What follows belongs to an exercise in optimizing a design on an open flow for small area, a short achievable clock period and few clock cycles; a production flow would make more cautious choices. At most, simulation tests tie the RTL to the original design; equivalence was not proved. No activity file was given, so power comes from the tool's default toggle rates.

==> flow/design.v (excerpt) <==
module div_unit
    (
        input logic clk,
        input logic rst,
        input logic init_clear,
        input logic instruction_issued_with_rd,
        input logic [4:0] issue_rd_addr,
        input logic [1:0] issue_fn3,
        input logic [4:0] issue_rs1_addr,
        input logic [4:0] issue_rs2_addr,
        input logic [31:0] rs1,
        input logic [31:0] rs2,
        input logic issue_new_request,
        input logic [3:0] issue_id,
        output logic issue_ready,
        input logic wb_ack,
        output logic wb_done,
        output logic [3:0] wb_id,
        output logic [31:0] wb_rd
    );
Size: roughly 2200 cells after synthesis, ~140 flip-flops, about 130 I/O pins, about 0.018 mm2 of cells after synthesis.
make LEC_CHECK=0 CAP_MARGIN=20 CORE_MARGIN=2 CORE_UTILIZATION=40 SETUP_SLACK_MARGIN=2.8 SLEW_MARGIN=20 finish   # period 6.5 ns
run.sh (not shown) runs the stock make flow with config.mk's settings and CLKGATE_MAP_FILE= SYNTH_SCRIPT=/design/flow/synth_recipe.tcl, a recipe that flattens the netlist after the stock synthesis.
The starting point finished with timing, DRC and antenna clean.
Rerun with:
--- a/flow/design.v
+++ b/flow/design.v
@@ -48,36 +48,35 @@
                 assign clz[i] = (~upper_zero & upper_clz[i]) | (upper_zero & lower_clz[i]);
         end
     endgenerate
 endmodule
 module div_core
     (
         input logic [31:0] remainder,
         input logic [31:0] divisor_e,
-        input logic c,
         output logic [31:0] remainder_next,
         output logic [1:0] quotient_bits
     );
     logic [34:0] r;
     logic [34:0] e;
     logic [34:0] e2;
     logic [34:0] t1;
     logic [34:0] t2;
     logic [34:0] t3;
     logic [34:0] s3;
     logic [34:0] c3;
     assign r = {3'b0, remainder};
     assign e = {3'b111, divisor_e};
-    assign e2 = {e[33:0], c};
+    assign e2 = {e[33:0], 1'b0};
     assign s3 = r ^ e ^ e2;
-    assign c3 = {(r[33:0] & e[33:0]) | (r[33:0] & e2[33:0]) | (e[33:0] & e2[33:0]), c};
-    div_add add1 (.a(r), .b(e), .cin(c), .sum(t1));
-    div_add add2 (.a(r), .b(e2), .cin(c), .sum(t2));
-    div_add add3 (.a(s3), .b(c3), .cin(c), .sum(t3));
+    assign c3 = {(r[33:0] & e[33:0]) | (r[33:0] & e2[33:0]) | (e[33:0] & e2[33:0]), 1'b0};
+    div_add add1 (.a(r), .b(e), .sum(t1));
+    div_add add2 (.a(r), .b(e2), .sum(t2));
+    div_add add3 (.a(s3), .b(c3), .sum(t3));
     logic fits1;
     logic fits2;
     logic fits3;
     logic [31:0] fit_1_or_hold;
     logic [31:0] fit_below_3;
     assign fits1 = ~t1[34];
     assign fits2 = ~t2[34];
     assign fits3 = ~t3[34];
@@ -85,31 +84,29 @@
     assign fit_1_or_hold = (t1[31:0] & {32{fits1}}) | (remainder & {32{~fits1}});
     assign fit_below_3 = fits2 ? t2[31:0] : fit_1_or_hold;
     assign remainder_next = fits3 ? t3[31:0] : fit_below_3;
 endmodule
 module div_add
     (
         input logic [34:0] a,
         input logic [34:0] b,
-        input logic cin,
         output logic [34:0] sum
     );
     localparam N = 35;
     logic [N-1:0] g0;
     logic [N-1:0] p0;
     logic [N-1:0] g;
     logic [N-1:0] p;
     logic [N-1:0] gn;
     logic [N-1:0] pn;
     logic [N-1:0] carry;
     always_comb begin
         g0 = a & b;
         p0 = a ^ b;
-        g0[0] = g0[0] | (p0[0] & cin);
         g = g0;
         p = p0;
         for (int i = 1; i < N; i += 2) begin
             g[i] = g0[i] | (p0[i] & g0[i-1]);
             p[i] = p0[i] & p0[i-1];
         end
         for (int d = 2; d < N; d *= 2) begin
             gn = g;
@@ -121,17 +118,17 @@
                 end
             end
             g = gn;
             p = pn;
         end
         carry = g;
         for (int i = 2; i < N; i += 2)
             carry[i] = g0[i] | (p0[i] & g[i-1]);
-        sum[0] = p0[0] ^ cin;
+        sum[0] = p0[0];
         for (int i = 1; i < N; i++)
             sum[i] = p0[i] ^ carry[i-1];
     end
 endmodule
 module div_unit
     (
         input logic clk,
         input logic rst,
@@ -243,17 +240,16 @@
     assign clz_delta = {1'b0, divisor_clz_r} - {1'b0, dividend_clz_r};
     assign divisor_zero = divisor_clz_r[5] & ~negate_divisor;
     assign divisor_log2 = ~divisor_clz_r[4:0] + {4'b0, divisor_neg_pow2};
     logic [31:0] rem_next;
     logic [1:0] quotient_bits;
     div_core divider_block (
         .remainder(rem_r),
         .divisor_e(div_r),
-        .c(~negate_divisor),
         .remainder_next(rem_next),
         .quotient_bits(quotient_bits)
     );
     logic [31:0] rem_reversed;
     logic [31:0] shift_in;
     logic [31:0] shift_out;
     logic [31:0] shift_out_reversed;
     logic [4:0] shift_amount;
@@ -363,22 +359,22 @@
     end
     logic [31:0] div_update;
     logic div_take_aligned;
     logic div_take_shifted;
     logic div_take_hold;
     assign div_take_aligned = (state == ALIGN);
     assign div_take_shifted = (state == RUN);
     assign div_take_hold = ~(div_take_aligned | div_take_shifted);
-    assign div_update = ((shift_out ^ {32{~negate_divisor}}) & {32{div_take_aligned}}) |
+    assign div_update = (shift_out & {32{div_take_aligned}}) |
                         ({2'b11, div_r[31:2]} & {32{div_take_shifted}}) |
                         (div_r & {32{div_take_hold}});
     always_ff @ (posedge clk) begin
         if (start)
-            div_r <= rs2;
+            div_r <= neg_rs2 ? rs2 : negate(rs2);
         else
             div_r <= div_update;
     end
     always_ff @ (posedge clk) begin
         if (start)
             quo_r <= {32{~|rs2}};
         else if (pow2_now)
             quo_r <= shift_out_reversed;
Outcome: Clock-buffer cell count goes up by 2. Critical path depth goes down by 3. Sequential cell count does not change. Total power goes up slightly. Worst setup slack improved by 0.75 ns. Wire length goes down by a few percent. Cell count goes up slightly.
Testbench counts after the change, summed over its fixed seeds: cycles 36,528.
Function not checked in the first run of this note: the RTL went through the layout flow alone.

## separate check: timing with driven ports
The results above use ideal ports. As a check the final layouts listed here were re-extracted and re-timed, cells and wires unchanged. Step 1 assumes that a clkbuf_16 drives the clock port and a buf_2 every other input. Step 2 times the ports against the registers' clock, not the clock port: input delays grow and output delays shrink by t, the midpoint of the rising clock arrivals with the driver on. Slacks: ideal ports / drivers / drivers and shift; pairs: ideal ports / drivers.
| run | t, ns | setup WS [ns] | worst hold slack (ns) | clock arrival spread, ns |
|---|---|---|---|---|
| the first run | 0.504 | 1.999 / 1.999 / 1.999 | 0.557 / 0.557 / 0.557 | 0.019 / 0.019 |
| the second run | 0.524 | 2.746 / 2.746 / 2.485 | 0.494 / 0.494 / 0.494 | 0.019 / 0.018 |
After both steps setup and hold are still met in every run listed. The setup slack of the second run, which loses most, moves by 0.000 ns with the drivers and by -0.261 ns with both steps.
